Context: an optimization exercise on an open-source flow, tuned for small area and a short achievable clock period. The choices shown serve that exercise and are no tape-out recipe. The RTL was checked by simulation tests, not by an equivalence proof against the original design. No driver is modelled on the clock port, so clocking that relies on it looks cheaper here than on a real chip.

==> flow/design.v, too long to show whole: its modules and the start of the top module <==
// module c6288: 603 lines
// module mfa: 4 lines
// module mhan: 4 lines
// module fadd: 576 lines
// module g_aoi21: 3 lines
// module g_inv: 3 lines
// module g_nand2: 3 lines
// module g_nor2: 3 lines
// module g_oai21: 3 lines
// module g_or2: 3 lines
// module g_xnor2: 3 lines
// module g_xor2: 3 lines
// module benc: 4 lines
// module bsel: 3 lines
// module bsel0: 3 lines
module c6288 (clk, reset, N1_wire, N18_wire, N35_wire, N52_wire, N69_wire, N86_wire, N103_wire, N120_wire, N137_wire, N154_wire, N171_wire, N188_wire, N205_wire, N222_wire, N239_wire, N256_wire, N273_wire, N290_wire, N307_wire, N324_wire, N341_wire, N358_wire, N375_wire, N392_wire, N409_wire, N426_wire, N443_wire, N460_wire, N477_wire, N494_wire, N511_wire, N528_wire,
  N545, N1581, N1901, N2223, N2548, N2877, N3211, N3552, N3895, N4241, N4591, N4946, N5308, N5672, N5971, N6123, N6150, N6160, N6170, N6180, N6190, N6200, N6210, N6220, N6230, N6240, N6250, N6260, N6270, N6280, N6288, N6287);
  // ...
==> flow/flow/run.sh <==
#!/bin/bash
# Own layout flow, built on the standard flow (standard.sh):
#  1. the standard synthesis;
#  2. every combinational cell set to the smallest size of its footprint
#     (flow/downsize.py); the resizer upsizes where timing needs it;
#  3. the standard flow up to CTS, with extra ORFS make variables from
#     flow/extra.txt (a setup margin, so that repair_timing works towards a
#     short period rather than only the 14 ns clock; port buffers of buf_1);
#  5. the rest of the standard flow (global route, repair, detailed route).
# Each step's full output goes to a log file of its own in the work folder.
set -euo pipefail
mapfile -t EXTRA < <(grep -v '^#' flow/extra.txt | grep .)
RES=orfs/results/$FLOW_PLATFORM/c6288/base
PLAT=$FLOW_HOME/platforms/$FLOW_PLATFORM
bash standard.sh synth > synth.log 2>&1
python3 flow/downsize.py $PLAT/lib/sky130_fd_sc_hd__tt_025C_1v80.lib $RES/1_2_yosys.v > downsize.log 2>&1
rm -f $RES/1_synth.odb $RES/1_synth.sdc
bash standard.sh cts "${EXTRA[@]}" > place_cts.log 2>&1
RES=$RES SKEW_CELLS="$(cat flow/skew_cells.txt)" LAUNCH_GROUPS=$(cat flow/launch_groups.txt) LAUNCH_CELL=sky130_fd_sc_hd__clkbuf_16 LIB=$PLAT/lib/sky130_fd_sc_hd__tt_025C_1v80.lib PLATFORM_DIR=$PLAT \
  openroad -no_init -exit flow/skew.tcl > skew.log 2>&1
bash standard.sh finish "${EXTRA[@]}" > route.log 2>&1
==> flow/flow/downsize.py <==
#!/usr/bin/env python3
"""Give every combinational cell of the synthesized netlist the smallest size
of its footprint (e.g. a22oi_2 -> a22oi_1); the resizer later upsizes only
where timing needs it. Flip-flops, tie cells and dont-use cells are left as
they are. usage: downsize.py LIB NETLIST"""
import re, sys
lib, net = sys.argv[1], sys.argv[2]
txt = open(lib).read()
cells = {}
for m in re.finditer(r'cell \("(\w+)"\)\s*\{', txt):
    body = txt[m.end():m.end() + 4000]
    fp = re.search(r'cell_footprint : "(\w+)"', body)
    ar = re.search(r'area : ([\d.]+)', body)
    if fp and ar:
        cells[m.group(1)] = (fp.group(1), float(ar.group(1)))
skip = re.compile(r'sky130_fd_sc_hd__(df|dl|sdf|edf|conb|tap|fill|decap|diode|clk|probe|lpflow|buf|inv|bufinv)')
best = {}
for c, (fp, ar) in cells.items():
    if skip.match(c):
        continue
    if fp not in best or ar < cells[best[fp]][1]:
        best[fp] = c
src = open(net).read()
n = [0]
def rep(m):
    c = m.group(1)
    if c in cells and not skip.match(c):
        b = best.get(cells[c][0], c)
        if b != c and cells[b][1] < cells[c][1] - 1e-6:
            n[0] += 1
            return b + m.group(2)
    return m.group(0)
out = re.sub(r'\b(sky130_fd_sc_hd__\w+)(\s+\S+\s*\()', rep, src)
open(net, 'w').write(out)
print(f"downsized {n[0]} cells")
==> flow/flow/extra.txt <==
SETUP_SLACK_MARGIN=10.1
BUFFER_PORTS_ARGS=-buffer_cell sky130_fd_sc_hd__buf_1
==> flow/flow/launch_groups.txt <==
2
==> flow/flow/skew.tcl <==
set res $::env(RES)
set cells $::env(SKEW_CELLS)
read_db $res/4_cts.odb
read_liberty $::env(LIB)
read_sdc $res/4_cts.sdc
source $::env(PLATFORM_DIR)/setRC.tcl
set_propagated_clock [all_clocks]
estimate_parasitics -placement
report_clock_skew
set block [ord::get_db_block]
set ng $::env(LAUNCH_GROUPS)
if {$ng > 0} {
  set lst {}
  foreach inst [get_cells {ra* one* two* neg*}] {
    set p [get_pins [get_full_name $inst]/CLK]
    set loc [[sta::sta_to_db_inst $inst] getLocation]
    lappend lst [list [lindex $loc 0] [lindex $loc 1] $p]
  }
  set lst [lsort -integer -index 0 $lst]
  set per [expr {([llength $lst] + $ng - 1) / $ng}]
  for {set g 0} {$g < $ng} {incr g} {
    set sub [lrange $lst [expr {$g*$per}] [expr {$g*$per + $per - 1}]]
    set sx 0; set sy 0; set gp {}
    foreach e $sub { incr sx [lindex $e 0]; incr sy [lindex $e 1]; lappend gp [lindex $e 2] }
    set n [llength $sub]
    insert_buffer -buffer_cell $::env(LAUNCH_CELL) -net clk -load_pins $gp \
      -location [list [expr {$sx/$n/1000.0}] [expr {$sy/$n/1000.0}]] \
      -buffer_name launch_clkbuf_$g -net_name launch_clk_$g -load_pins_on_diff_nets
    puts "launch group $g: $n clock pins"
  }
}
# group rp CLK pins by their clock net
set groups [dict create]
foreach inst [get_cells rp*] {
  set pin [get_pins [get_full_name $inst]/CLK]
  set net [get_full_name [get_nets -of_objects $pin]]
  dict lappend groups $net $pin
}
set block [ord::get_db_block]
set gi 0
foreach net [dict keys $groups] {
  incr gi
  set pins [dict get $groups $net]
  # centroid of the loads
  set sx 0; set sy 0; set n 0
  foreach p $pins {
    set i [sta::sta_to_db_inst [get_cells -of_objects $p]]
    set loc [$i getLocation]
    incr sx [lindex $loc 0]; incr sy [lindex $loc 1]; incr n
  }
  set x [expr {$sx / $n / 1000.0}]; set y [expr {$sy / $n / 1000.0}]
  set curnet $net
  set d 0
  foreach cell $cells {
    incr d
    set bn "rpdly_${gi}_$d"
    insert_buffer -buffer_cell $cell -net $curnet -load_pins $pins -location [list $x $y] -buffer_name $bn -net_name "${bn}_net"
    set curnet [get_full_name [get_nets -of_objects [lindex $pins 0]]]
  }
  puts "net $net: [llength $pins] rp clock pins behind $cells"
}
# remove clock buffers left without loads
set changed 1
while {$changed} {
  set changed 0
  foreach inst [$block getInsts] {
    if {![string match "*clkbuf*" [[$inst getMaster] getName]]} continue
    set out [$inst findITerm X]
    if {$out eq "NULL"} continue
    set net [$out getNet]
    if {$net eq "NULL" || [llength [$net getITerms]] <= 1} {
      puts "remove [$inst getName]"
      odb::dbInst_destroy $inst
      if {$net ne "NULL"} { odb::dbNet_destroy $net }
      set changed 1
      break
    }
  }
}
set_placement_padding -global -left 0 -right 0
detailed_placement
check_placement
estimate_parasitics -placement
report_clock_skew
report_checks -path_delay max -digits 3 -format full_clock_expanded -to [all_outputs]
report_checks -path_delay max -digits 3 -format full_clock_expanded -to [get_pins rp*/D]
report_check_types -max_slew -violators
report_clock_latency
foreach p [get_pins -hierarchical */CLK] { if {[get_property $p slew_max] > 0.11} { puts "slow clock pin [get_full_name $p] [get_property $p slew_max]" } }
write_db $res/4_cts.odb
==> flow/flow/skew_cells.txt <==
sky130_fd_sc_hd__clkbuf_1 sky130_fd_sc_hd__clkbuf_4
==> flow/standard.sh <==
#!/bin/bash
# synth_recipe.tcl (not shown) runs the flow's synth.tcl, then flattens the netlist and writes it again
# the make line also repeats each setting of config.mk as NAME=value (left out here)
make -C /OpenROAD-flow-scripts/flow DESIGN_CONFIG=/design/flow/config.mk WORK_HOME=/design/flow/orfs CLKGATE_MAP_FILE= SYNTH_SCRIPT=/design/flow/synth_recipe.tcl "${@:-finish}"
==> flow/config.mk <==
export PLATFORM = sky130hd
export DESIGN_NAME = c6288
export DESIGN_NICKNAME = c6288
export VERILOG_FILES = /design/flow/design.v
export SDC_FILE = /design/flow/constraint.sdc
export NUM_CORES = 4
export LEC_CHECK = 0
export CAP_MARGIN = 20
export CORE_MARGIN = 2
export CORE_UTILIZATION = 40
export CTS_BUF_LIST = sky130_fd_sc_hd__clkbuf_4 sky130_fd_sc_hd__clkbuf_8
export SLEW_MARGIN = 20
export SYNTH_HIERARCHICAL = 1
==> flow/constraint.sdc <==
create_clock -name core_clock -period 14.0 [get_ports {clk}]
set_input_delay 2.8000 -clock core_clock [delete_from_list [all_inputs] [get_ports {clk}]]
set_output_delay 2.8000 -clock core_clock [all_outputs]
set_load 0.01 [all_outputs]
==> reports/metrics.yaml, run 1 <==
placement:
  dp_slack_ns: 9.56
  place_inst: 1154
  hpwl_um: 14600
  placed_area_um2: 8730
  gp_congestion: 0.856
detailed_routing:
  dr.max_layer_used: "met4"
  vias: 6548
  ant_nets: 0
  wl_met1_um: 9000
  dr.first_iter.drc_count: 481
  drc_errors: 0
cells_and_area:
  multi_input_area_um2: 6480
  max_flop_register: "rp"
  instances_no_fill: 1225
  nFillCells: 1944
  final-seq-area_um2: 1770
  clkbuf_count: 19
  nMultiInputCombCells: 704
  layout_common_cells: "xor2_1, a22oi_1, fa_1"
worst_hold_path:
  min_path_cells: 3
outcome:
  status: "finished clean"
floorplan:
  die_height_um: 148
  rows: 52
  nWellTaps: 270
global_routing:
  met3_usage_pct: 3.43
  grt-ovfl-total: 0
  use_met1_pct: 28.0
  antenna_found_initial: 0
  grt_pass1_wl_um: 35800
critical_path:
  r2r_cells: 15
  crit_path_end_kind: "output port"
  cp_data_required_time_ns: 11.20
clock_network:
  clockBufferDepth: 2
  clk_latency_ns: 0.58
  cts_made_buffers: 9
  path_clk_slew_ns: 0.10
  cts.sinks: 72
==> inputs of run 2 (changes only) <==
==> flow/flow/extra.txt (replaced) <==
SETUP_SLACK_MARGIN=9.9
BUFFER_PORTS_ARGS=-buffer_cell sky130_fd_sc_hd__buf_1
==> run 2 against run 1 <==
Net effect:
- die area did not move
- critical path depth is the same
- wire length fell by 5.6%
- cell count is 1.3% lower
- sequential cell count is the same
==> reports/metrics.yaml, run 2 <==
timing:
  tightestPinTransition_ns: 0.651  # was 0.756 ns
  finClkSkew_ns: 0.463  # was 0.442 ns
  fin_crit_ns: 3.90  # was 3.89 ns
  finalSetupViolations: 0  # unchanged
  hold_viol: 0  # unchanged
  grt_setup_unrepaired: "false"  # was true
  slew_headroom_pct: 56.6  # was 49.6%
  maxSlewViolCount: 0  # unchanged
  timing.final.crit_share_pct: 27.8  # about the same
  timing.fmax_mhz: 256  # was 257 MHz
  tns_ns: 0  # unchanged
floorplan:
  start_util_pct: 40.8  # unchanged
  die_height_um: 148  # unchanged
  coreArea_um2: 20300  # unchanged
  io_pins: 66  # unchanged
  die_area_um2: 21900  # unchanged
  rows: 52  # unchanged
  die_w_um: 148  # unchanged
critical_path:
  crit_buf_inv: 1  # unchanged
  regToRegSetupSlack_ns: 10.26  # was 10.25 ns
  r2r_cells: 15  # unchanged
  crit_path_end_kind: "output port"  # unchanged
  path_cells: "buf_1"  # was clkbuf_2
  start_kind: "register"  # unchanged
  cp.arrival_ns: 1.10  # was 1.09 ns
  criticalPathCategory: "reg2out"  # unchanged
  critPathTopFamily: "flip-flops"  # unchanged
  r2r_start: "ra[12]$_DFF_PP0_"  # was ra[8]$_DFF_PP0_
  path_max_fanout: 1  # unchanged
  rr_endpoint: "rp[30]$_DFF_PP0_"  # was rp[18]$_DFF_PP0_
  critical-path-max-stage-delay_ns: 0.38  # about the same
  cp_slowest_cell: "dfrtp_1"  # unchanged
  cp_data_required_time_ns: 11.20  # about the same
detailed_routing:
  route.met3.wl_um: 1250  # was 1510 µm
  totalWireLength_um: 20600  # was 21800 µm
  dr.pass1.iters: 6  # unchanged
  ant_nets: 0  # unchanged
  vias: 6435  # was 6548
  via_per_inst: 5.32  # was 5.35
  wl_met2_um: 10200  # was 10800 µm
  dr.first_iter.drc_count: 432  # was 481
  wl_met1_um: 8320  # was 9000 µm
  dr.max_layer_used: "met4"  # unchanged
  wl_per_cell_um: 17.0  # was 17.8 µm
  drc_errors: 0  # unchanged
cells_and_area:
  largest_reg_flops: 32  # unchanged
  nFillCells: 1992  # was 1944
  final_common_cell: "xor2_1"  # unchanged
  instances_no_fill: 1209  # was 1225
  layout_common_cells: "xor2_1, a22oi_1, fa_1"  # unchanged
  top_regs: "rp (32), ra (16)"  # unchanged
  max_flop_register: "rp"  # unchanged
  syn2layout_area_growth_pct: 13.3  # was 17.2%
  diodes: 0  # unchanged
  fin_nets: 1080  # was 1097
  drive_above_1_share_pct: 14.2  # was 21.9%
clock_network:
  cts-root-buf: "clkbuf_8"  # unchanged
  clockBufferDepth: 2  # unchanged
  htree_levels: 3  # unchanged
  cts_made_buffers: 9  # unchanged
  cts.sinks: 72  # unchanged
  clk_latency_ns: 0.60  # was 0.58 ns
  path_clk_slew_ns: 0.11  # was 0.10 ns
  cts_tree: "done"  # unchanged
worst_hold_path:
  min_path_cells: 3  # unchanged
  hold_path_class: "reg2reg"  # unchanged
  worstHoldStart: "one[0]$_DFF_P_"  # unchanged
  hold-path-endpoint: "rp[0]$_DFF_PP0_"  # unchanged
placement:
  gp_congestion: 0.848  # was 0.856
  hpwl_um: 14500  # was 14600 µm
  place_inst: 1155  # was 1154
  port_buffers: 65  # unchanged
synth:
  syn_area_per_cell_um2: 9.74  # unchanged
  yosys_warnings: 7  # unchanged
  synth.cell_area_um2: 8280  # unchanged
  syn_inst: 850  # unchanged
global_routing:
  first_global_vias: 6823  # was 6873
  globalRouteTotalUtil_pct: 20.6  # was 21.5%
  antenna_found_initial: 0  # unchanged
  grt_pass1_wl_um: 34500  # was 35800 µm
  grt-ovfl-total: 0  # unchanged
  grt_max_degree: 49  # unchanged
flow_run:
  cap_violations: 0  # unchanged
outcome:
  status: "finished clean"  # unchanged
==> run 2: routing by layer <==
layer / track usage [%] / up-vias
li1: - / 2993
met1: 26.1 / 3139
met2: 34.5 / 243
met3: 3.46 / 60
met4: 9.52 / 0
met5: 0 / -
==> run 2: metrics by stage <==
| step | setup slack [ns] | util, % | hold slack [ns] | area [µm²] |
|---|---|---|---|---|
| after global placement | 9.44 | 42.6 | 0.936 | 8650 |
| after floorplan | 9.93 | - | 0.877 | 8320 |
| after detailed placement | 9.35 | 42.6 | 0.948 | 8650 |
| after global routing | 9.99 | 46.2 | 0.435 | 9390 |
| final | 10.10 | 46.2 | 0.427 | 9390 |
| after CTS | 9.83 | 45.8 | 0.849 | 9290 |
==> run 2: cell type report <==
class,instances,area [µm²],area share (%)
multi-input cells,704,6330,67.5
flip-flops and latches,72,1750,18.7
repair buffers,94,500,5.33
well taps,270,338,3.60
clock buffers,20,216,2.31
inverters,42,160,1.71
clock inverters,7,85.1,0.906
==> run 2: worst max path at each step <==
stage | startpoint | to | slack (ns) | depth (start not counted)
2_1_floorplan | neg[7]$_DFF_P_ | rp[28]$_DFF_PP0_ | 9.93 | 16
3_3_place_gp | ra[6]$_DFF_PP0_ | rp[31]$_DFF_PP0_ | 9.44 | 14
3_5_place_dp | ra[8]$_DFF_PP0_ | rp[30]$_DFF_PP0_ | 9.35 | 14
4_1_cts | ra[12]$_DFF_PP0_ | rp[29]$_DFF_PP0_ | 9.83 | 15
5_1_grt | rp[3]$_DFF_PP0_ | N2223 | 9.99 | 1
6_report | rp[3]$_DFF_PP0_ | N2223 | 10.10 | 1
==> run 2: what timing repair did <==
action | CTS | global route
hold buffers | 0 | 0
resized for setup | 76 | 0
setup endpoints to repair | 16 | 0
buffers inserted | 27 | 0
==> inputs of run 3 (changes only) <==
==> flow/flow/extra.txt (replaced) <==
SETUP_SLACK_MARGIN=10.0
BUFFER_PORTS_ARGS=-buffer_cell sky130_fd_sc_hd__buf_1
==> run 3 against run 2 <==
Net effect:
- clock skew shrank 0.010 ns
- cell area grew 3.9%
- hold slack lost 0.044 ns
- synthesized cell count stayed put
- critical path depth unchanged
- core utilization rose by 1.8 points
- worst setup slack improved by 0.0035 ns
- register-to-register slack barely moved
- highest routed layer unchanged
==> reports/metrics.yaml, run 3 <==
critical_path:
  startpoint: "rp[20]$_DFF_PP0_"  # was rp[3]$_DFF_PP0_
  path_cells: "buf_1"  # unchanged
  start_kind: "register"  # unchanged
  critPathTopFamily: "flip-flops"  # unchanged
  r2r_start: "ra[8]$_DFF_PP0_"  # was ra[12]$_DFF_PP0_
  crit_path_end_kind: "output port"  # unchanged
  path_max_fanout: 1  # unchanged
  cp_slowest_cell: "dfrtp_1"  # unchanged
  rr_endpoint: "rp[31]$_DFF_PP0_"  # was rp[30]$_DFF_PP0_
  r2r_cells: 15  # unchanged
  crit_cells: 1  # unchanged
  criticalPathCategory: "reg2out"  # unchanged
  crit_path_end: "N6190"  # was N2223
  critical-path-max-stage-delay_ns: 0.38  # about the same
  regToRegSetupSlack_ns: 10.27  # was 10.26 ns
  cp.arrival_ns: 1.10  # about the same
  crit_buf_inv: 1  # unchanged
  cp_data_required_time_ns: 11.20  # about the same
outcome:
  status: "finished clean"  # unchanged
detailed_routing:
  wl_per_cell_um: 17.4  # was 17.0 µm
  via_per_inst: 5.25  # was 5.32
  vias: 6507  # was 6435
  drc_errors: 0  # unchanged
  dr.pass1.iters: 6  # unchanged
  dr.first_iter.drc_count: 508  # was 432
  totalWireLength_um: 21600  # was 20600 µm
  ant_nets: 0  # unchanged
floorplan:
  rows: 52  # unchanged
  die_w_um: 148  # unchanged
  coreArea_um2: 20300  # unchanged
  die_area_um2: 21900  # unchanged
  io_pins: 66  # unchanged
  start_util_pct: 40.8  # unchanged
  die_height_um: 148  # unchanged
flow_run:
  cap_violations: 0  # unchanged
clock_network:
  path_clk_slew_ns: 0.09  # was 0.11 ns
  clockBufferDepth: 2  # unchanged
  cts.sinks: 72  # unchanged
  cts-root-buf: "clkbuf_8"  # unchanged
  cts_tree: "done"  # unchanged
  cts_made_buffers: 9  # unchanged
  hold_buffers: 0  # unchanged
  clk_latency_ns: 0.59  # was 0.60 ns
  htree_levels: 3  # unchanged
cells_and_area:
  top_regs: "rp (32), ra (16)"  # unchanged
  drive_above_1_share_pct: 18.8  # was 14.2%
  fin_nets: 1111  # was 1080
  largest_reg_flops: 32  # unchanged
  syn2layout_area_growth_pct: 17.7  # was 13.3%
  instances_no_fill: 1240  # was 1209
  diodes: 0  # unchanged
  max_flop_register: "rp"  # unchanged
  nFillCells: 1927  # was 1992
  final_common_cell: "xor2_1"  # unchanged
  layout_common_cells: "xor2_1, a22oi_1, nand2_1"  # was xor2_1, a22oi_1, fa_1
timing:
  hold_viol: 0  # unchanged
  slew_headroom_pct: 44.1  # was 56.6%
  fin_crit_ns: 3.90  # about the same
  grt_setup_unrepaired: "false"  # unchanged
  postLayoutSetupSlackWorst_ns: 10.10  # about the same
  tightestPinTransition_ns: 0.838  # was 0.651 ns
  timing.final.crit_share_pct: 27.8  # about the same
  finClkSkew_ns: 0.453  # was 0.463 ns
  tns_ns: 0  # unchanged
  timing.fmax_mhz: 257  # was 256 MHz
  timing.hold.ws_ns: 0.383  # was 0.427 ns
  maxSlewViolCount: 0  # unchanged
  finalSetupViolations: 0  # unchanged
placement:
  gp_congestion: 0.826  # was 0.848
  hpwl_um: 14400  # was 14500 µm
  place_inst: 1154  # was 1155
  port_buffers: 65  # unchanged
  dp_slack_ns: 9.57  # was 9.35 ns
global_routing:
  first_global_vias: 6898  # was 6823
  grt-ovfl-total: 0  # unchanged
  globalRouteTotalUtil_pct: 21.3  # was 20.6%
  grt_pass1_wl_um: 35600  # was 34500 µm
  antenna_found_initial: 0  # unchanged
  grt_max_degree: 49  # unchanged
synth:
  yosys_warnings: 7  # unchanged
  syn_inst: 850  # unchanged
  synth.cell_area_um2: 8280  # unchanged
  syn_area_per_cell_um2: 9.74  # unchanged
worst_hold_path:
  hold_path_class: "reg2reg"  # unchanged
[run 3: worst min-delay path by stage]
stage	to	slack (ns)	cells after the start	start
6_report	rp[0]$_DFF_PP0_	0.38	3	one[0]$_DFF_P_
4_1_cts	rp[1]$_DFF_PP0_	0.80	2	neg[0]$_DFF_P_
3_5_place_dp	rp[0]$_DFF_PP0_	0.79	3	one[0]$_DFF_P_
2_1_floorplan	rp[0]$_DFF_PP0_	0.81	4	one[0]$_DFF_P_
3_3_place_gp	rp[0]$_DFF_PP0_	0.79	3	one[0]$_DFF_P_
5_1_grt	rp[1]$_DFF_PP0_	0.38	2	neg[0]$_DFF_P_
[run 3: per-layer routing]
layer  global-route usage (%)  routed length (µm)  up-vias
met5                        0                   0        -
met4                     10.4                 852        0
met3                     4.10                1320       57
met2                     34.7               10400      217
met1                     27.4                9040     3186
li1                         -                   -     3047
[run 3: area by class of cell]
cell class | count | area (µm²) | area share [%]
tap | 270 | 338 | 3.47
timing repair buffer | 125 | 743 | 7.62
multi-input combinational | 704 | 6390 | 65.5
inverter | 42 | 164 | 1.68
sequential | 72 | 1790 | 18.3
clock inverter | 7 | 111 | 1.14
clock buffer | 20 | 216 | 2.22
[run 3: timing repair]
action                                  in CTS  in global routing
gates resized for setup                     79                  0
buffers inserted                            59                  0
endpoints found under the setup margin      16                  0
[run 3: stage by stage]
step / cell area, µm² / utilization (%)
finish: 9750 / 48.0
global placement: 8720 / 43.0
global route: 9750 / 48.0
CTS: 9660 / 47.6
detailed placement: 8720 / 43.0
floorplan: 8400 / -
==> inputs of run 4 (changes only) <==
==> flow/flow/extra.txt (replaced) <==
SETUP_SLACK_MARGIN=9.7
BUFFER_PORTS_ARGS=-buffer_cell sky130_fd_sc_hd__buf_1
TNS_END_PERCENT=0
==> run 4 against run 3 <==
Net effect:
- global-route usage is 0.90 points lower
- critical endpoint is now N2223
- largest cell class unchanged
==> reports/metrics.yaml, run 4 <==
global_routing:
  grt_pass1_wl_um: 34000  # was 35600 µm
  globalRouteTotalUtil_pct: 20.4  # was 21.3%
  grt-ovfl-total: 0  # unchanged
  antenna_found_initial: 0  # unchanged
  first_global_vias: 6613  # was 6898
  grt_max_degree: 49  # unchanged
detailed_routing:
  ant_nets: 0  # unchanged
  via_per_inst: 5.27  # was 5.25
  dr.pass1.iters: 6  # unchanged
  totalWireLength_um: 20400  # was 21600 µm
  dr.first_iter.drc_count: 531  # was 508
  wl_met1_um: 8600  # was 9040 µm
  wl_met2_um: 9900  # was 10400 µm
  wl_per_cell_um: 17.0  # was 17.4 µm
  vias: 6334  # was 6507
  route.met3.wl_um: 1240  # was 1320 µm
  drc_errors: 0  # unchanged
  dr.max_layer_used: "met4"  # unchanged
placement:
  gp_congestion: 0.887  # was 0.826
  port_buffers: 65  # unchanged
  dp_slack_ns: 9.27  # was 9.57 ns
  hpwl_um: 14900  # was 14400 µm
critical_path:
  cp.arrival_ns: 1.09  # was 1.10 ns
  rr_endpoint: "rp[31]$_DFF_PP0_"  # unchanged
  r2r_cells: 14  # was 15
  crit_path_end_kind: "output port"  # unchanged
  cp_data_required_time_ns: 11.20  # about the same
  critical-path-max-stage-delay_ns: 0.38  # about the same
  regToRegSetupSlack_ns: 10.11  # was 10.27 ns
  path_max_fanout: 1  # unchanged
  criticalPathCategory: "reg2out"  # unchanged
  critPathTopFamily: "flip-flops"  # unchanged
  cp_slowest_cell: "dfrtp_1"  # unchanged
  crit_buf_inv: 1  # unchanged
  crit_cells: 1  # unchanged
  start_kind: "register"  # unchanged
  r2r_start: "two[6]$_DFF_P_"  # was ra[8]$_DFF_PP0_
  path_cells: "buf_1"  # unchanged
synth:
  yosys_warnings: 7  # unchanged
  synth.cell_area_um2: 8280  # unchanged
  syn_area_per_cell_um2: 9.74  # unchanged
  syn_inst: 850  # unchanged
cells_and_area:
  largest_reg_flops: 32  # unchanged
  final_common_cell: "xor2_1"  # unchanged
  fin_nets: 1072  # was 1111
  max_flop_register: "rp"  # unchanged
  diodes: 0  # unchanged
  top_regs: "rp (32), ra (16)"  # unchanged
  drive_above_1_share_pct: 9.02  # was 18.8%
  layout_common_cells: "xor2_1, a22oi_1, fa_1"  # was xor2_1, a22oi_1, nand2_1
  syn2layout_area_growth_pct: 10.4  # was 17.7%
  finalCoreUtilization_pct: 45.0  # was 48.0%
timing:
  maxSlewViolCount: 0  # unchanged
  slew_headroom_pct: 55.5  # was 44.1%
  postLayoutSetupSlackWorst_ns: 10.11  # was 10.10 ns
  tns_ns: 0  # unchanged
  timing.final.crit_share_pct: 27.8  # about the same
  finalSetupViolations: 0  # unchanged
  fin_crit_ns: 3.89  # was 3.90 ns
  tightestPinTransition_ns: 0.668  # was 0.838 ns
  finClkSkew_ns: 0.453  # about the same
  hold_viol: 0  # unchanged
  timing.fmax_mhz: 257  # about the same
  grt_setup_unrepaired: "false"  # unchanged
clock_network:
  clk_latency_ns: 0.59  # about the same
  htree_levels: 3  # unchanged
  cts_tree: "done"  # unchanged
  clockBufferDepth: 2  # unchanged
  cts-root-buf: "clkbuf_8"  # unchanged
  cts.sinks: 72  # unchanged
  cts_made_buffers: 9  # unchanged
  path_clk_slew_ns: 0.11  # was 0.09 ns
floorplan:
  io_pins: 66  # unchanged
  start_util_pct: 40.8  # unchanged
  die_area_um2: 21900  # unchanged
  rows: 52  # unchanged
  die_w_um: 148  # unchanged
  die_height_um: 148  # unchanged
  coreArea_um2: 20300  # unchanged
flow_run:
  cap_violations: 0  # unchanged
worst_hold_path:
  worstHoldStart: "one[0]$_DFF_P_"  # unchanged
  hold-path-endpoint: "rp[0]$_DFF_PP0_"  # unchanged
  hold_path_class: "reg2reg"  # unchanged
  min_path_cells: 3  # unchanged
outcome:
  status: "finished clean"  # unchanged
run 4: cell count changes in the layout (fill, tap and decap cells not counted), sizes merged:
cell	before	now
buf	125	86
bufinv	2	1
clkinvlp	1	2
run 4: worst max-delay path by stage:
stage	start	to	slack (ns)
floorplan	ra[12]$_DFF_PP0_	rp[28]$_DFF_PP0_	9.78
CTS	ra[8]$_DFF_PP0_	rp[19]$_DFF_PP0_	9.70
detailed placement	ra[10]$_DFF_PP0_	rp[30]$_DFF_PP0_	9.27
finish	rp[3]$_DFF_PP0_	N2223	10.11
global placement	ra[11]$_DFF_PP0_	rp[28]$_DFF_PP0_	9.28
global route	two[6]$_DFF_P_	rp[31]$_DFF_PP0_	9.75
run 4: worst reg2reg max path, delay by kind of cell, from the launching register on:
kind | cells | cell delay [ns]
AO/OA/AOI/OAI | 2 | 0.33
XOR/XNOR | 2 | 0.41
flip-flops | 1 | 0.74
adder cells (fa/ha/maj) | 4 | 1.90
AND/OR/NAND/NOR | 5 | 0.72
buffers and inverters | 1 | 0.16
run 4: per-layer routing:
metal / GRT usage (%) / vias up
li1: - / 2978
met5: 0 / -
met4: 9.38 / 0
met2: 33.5 / 248
met3: 3.18 / 47
met1: 26.8 / 3061
run 4: timing repair:
item                       in CTS  in global routing
resized for setup              35                  0
hold buffers                    0                  0
buffers inserted               16                  0
setup endpoints to repair      15                  0
run 4: through the flow:
step                      area [µm²]  cells  hold WS, ns
after floorplan                 8300    852        0.877
after global placement          8650   1158        0.930
after detailed placement        8650   1158        0.922
after CTS                       9050   1190        0.817
after global routing            9140   1201        0.431
final                           9140   1201        0.407
run 4: cell type report:
cell class	instances	area, µm²
inverters	42	161
multi-input cells	704	6200
well taps	270	338
clock inverters	7	86.3
fillers	1984	11200
flip-flops and latches	72	1730
repair buffers	86	402
clock buffers	20	216
==> inputs of run 5 (changes only) <==
==> flow/flow/extra.txt (replaced) <==
SETUP_SLACK_MARGIN=9.8
BUFFER_PORTS_ARGS=-buffer_cell sky130_fd_sc_hd__buf_1
TNS_END_PERCENT=0
==> flow/flow/skew_cells.txt (replaced) <==
sky130_fd_sc_hd__clkbuf_1 sky130_fd_sc_hd__clkbuf_1 sky130_fd_sc_hd__clkbuf_4
removed: flow/flow/launch_groups.txt
==> run 5 against run 4 <==
Net effect:
- maximum frequency down 2.6%
- cell count unchanged
- synthesized cell count unchanged
- hold slack better by 0.12 ns
- count of clock-buffer cells in the layout up 4
- register-to-register slack worse by 0.07 ns
- critical path depth unchanged
- via count down 0.95%
- clock skew down 0.12 ns
- worst setup slack worse by 0.10 ns
- die area unchanged
- sequential share of layout area up 0.25 points
- critical path type unchanged
==> reports/metrics.yaml, run 5 <==
placement:
  dp_slack_ns: 9.29  # was 9.27 ns
  hpwl_um: 14400  # was 14900 µm
  placed_area_um2: 8640  # was 8650 µm²
  port_buffers: 65  # unchanged
  gp_congestion: 0.882  # was 0.887
global_routing:
  grt_pass1_wl_um: 34100  # was 34000 µm
  grt_max_degree: 49  # unchanged
  globalRouteTotalUtil_pct: 19.8  # was 20.4%
  antenna_found_initial: 0  # unchanged
  first_global_vias: 6680  # was 6613
  grt-ovfl-total: 0  # unchanged
clock_network:
  clk_latency_ns: 0.69  # was 0.59 ns
  cts_tree: "done"  # unchanged
  path_clk_slew_ns: 0.08  # was 0.11 ns
  cts_made_buffers: 9  # unchanged
  clockBufferDepth: 2  # unchanged
  htree_levels: 3  # unchanged
  cts.sinks: 72  # unchanged
  cts-root-buf: "clkbuf_8"  # unchanged
critical_path:
  crit_cells: 1  # unchanged
  criticalPathCategory: "reg2out"  # unchanged
  critPathTopFamily: "flip-flops"  # unchanged
  critical-path-max-stage-delay_ns: 0.37  # was 0.38 ns
  cp_slowest_cell: "dfrtp_1"  # unchanged
  cp_data_required_time_ns: 11.20  # about the same
  crit_buf_inv: 1  # unchanged
  path_max_fanout: 1  # unchanged
  crit_path_end_kind: "output port"  # unchanged
  start_kind: "register"  # unchanged
  path_cells: "buf_1"  # unchanged
  r2r_cells: 15  # was 14
  cp.arrival_ns: 1.20  # was 1.09 ns
floorplan:
  die_height_um: 148  # unchanged
  start_util_pct: 40.8  # unchanged
  rows: 52  # unchanged
  die_w_um: 148  # unchanged
  io_pins: 66  # unchanged
  coreArea_um2: 20300  # unchanged
  die_area_um2: 21900  # unchanged
worst_hold_path:
  min_path_cells: 3  # unchanged
  hold_path_class: "reg2reg"  # unchanged
timing:
  timing.fmax_mhz: 250  # was 257 MHz
  slew_headroom_pct: 55.6  # was 55.5%
  tightestPinTransition_ns: 0.666  # was 0.668 ns
  grt_setup_unrepaired: "false"  # unchanged
  hold_viol: 0  # unchanged
  fin_crit_ns: 4.00  # was 3.89 ns
  postLayoutSetupSlackWorst_ns: 10.00  # was 10.11 ns
  timing.final.crit_share_pct: 28.5  # was 27.8%
  finClkSkew_ns: 0.329  # was 0.453 ns
  tns_ns: 0  # unchanged
  maxSlewViolCount: 0  # unchanged
  finalSetupViolations: 0  # unchanged
detailed_routing:
  dr.pass1.iters: 7  # was 6
  via_per_inst: 5.22  # was 5.27
  ant_nets: 0  # unchanged
  wl_per_cell_um: 16.7  # was 17.0 µm
  vias: 6274  # was 6334
  dr.first_iter.drc_count: 426  # was 531
  drc_errors: 0  # unchanged
  totalWireLength_um: 20100  # was 20400 µm
synth:
  synth.cell_area_um2: 8280  # unchanged
  syn_area_per_cell_um2: 9.74  # unchanged
  yosys_warnings: 7  # unchanged
  syn_inst: 850  # unchanged
cells_and_area:
  fin_nets: 1072  # unchanged
  largest_reg_flops: 32  # unchanged
  finalCoreUtilization_pct: 44.9  # was 45.0%
  max_flop_register: "rp"  # unchanged
  stdcell_area_um2: 9120  # was 9140 µm²
  syn2layout_area_growth_pct: 10.1  # was 10.4%
  layout_common_cells: "xor2_1, a22oi_1, fa_1"  # unchanged
  diodes: 0  # unchanged
  top_regs: "rp (32), ra (16)"  # unchanged
  final_common_cell: "xor2_1"  # unchanged
  drive_above_1_share_pct: 9.13  # was 9.02%
flow_run:
  cap_violations: 0  # unchanged
outcome:
  status: "finished clean"  # unchanged
## run 5: cell types whose count changed in the layout (fill, tap and decap cells not counted), moves of 2 or more
cell       previous run  this run
clkbuf_1              5        10
dfxtp_1               3         0
buf_4                21        17
dfxtp_4               2         5
dfrtp_4               2         4
clkbuf_16             2         0
dfrtp_1              35        33
## run 5: final timing paths
kind                                   from               end  slack [ns]
hold / removal               one[0]$_DFF_P_   rp[0]$_DFF_PP0_        0.53
max in group asynchronous             reset  ra[10]$_DFF_PP0_       10.95
setup / recovery           rp[16]$_DFF_PP0_             N6150       10.00
hold reg to reg              one[0]$_DFF_P_   rp[0]$_DFF_PP0_        0.53
min in group asynchronous             reset  rp[16]$_DFF_PP0_        2.24
setup reg to reg            ra[7]$_DFF_PP0_  rp[26]$_DFF_PP0_       10.04
## run 5: per-stage QoR
stage / hold WS [ns] / std cells
floorplan: 0.877 / 852
global placement: 0.918 / 1155
detailed placement: 0.919 / 1155
CTS: 0.824 / 1186
global route: 0.506 / 1201
finish: 0.527 / 1201
## run 5: what timing repair did
action | CTS | global route
hold endpoints to repair | 0 | 0
hold buffers | 0 | 0
resized for setup | 44 | 0
setup endpoints to repair | 16 | 0
setup buffers | 15 | 0
## run 5: final cells by class
cell class              count  area (µm²)
fillers                  2031       11200
well taps                 270         338
repair buffers             82         372
inverters                  42         158
clock buffers              24         199
clock inverters             7        86.3
flip-flops and latches     72        1750
multi-input cells         704        6210
## run 5: routing by layer
metal	track usage (%)	share of wire (%)	vias to the layer above
met1	25.8	42	3033
met5	0	0	-
met4	8.33	2.8	0
li1	-	-	2977
met3	3.73	6.7	32
met2	32.3	49	232

what the ideal ports hide:
Ports are ideal in the flow. The routed layouts listed here were re-timed in OpenROAD.
Step 1: set_driving_cell puts a clkbuf_16 on clk and a buf_2 on each other input, an assumption about the parent block.
Step 2, shift: input delay + t, output delay - t, t = (earliest + latest rising clock arrival at the registers) / 2. This alone moves slack from input paths to output paths.
a / b / c = no drivers / after step 1 / after step 2; a / b = the first two.
| run | t, ns | setup slack, ns | worst setup path at the end | clock arrival spread, ns |
|---|---|---|---|---|
| run 1 | 0.430 | 10.111 / 10.042 / 10.249 | register to register | 0.441 / 0.442 |
| run 2 | 0.443 | 10.101 / 10.028 / 10.264 | register to register | 0.462 / 0.463 |
| run 3 | 0.438 | 10.105 / 10.034 / 10.266 | register to register | 0.452 / 0.452 |
| run 4 | 0.433 | 10.107 / 10.041 / 10.108 | register to register | 0.454 / 0.454 |
| run 5 | 0.565 | 10.003 / 9.968 / 10.042 | register to register | 0.328 / 0.328 |
Clock arrivals are far apart in every run listed, so t is only a midpoint there and step 2 fits no single register.
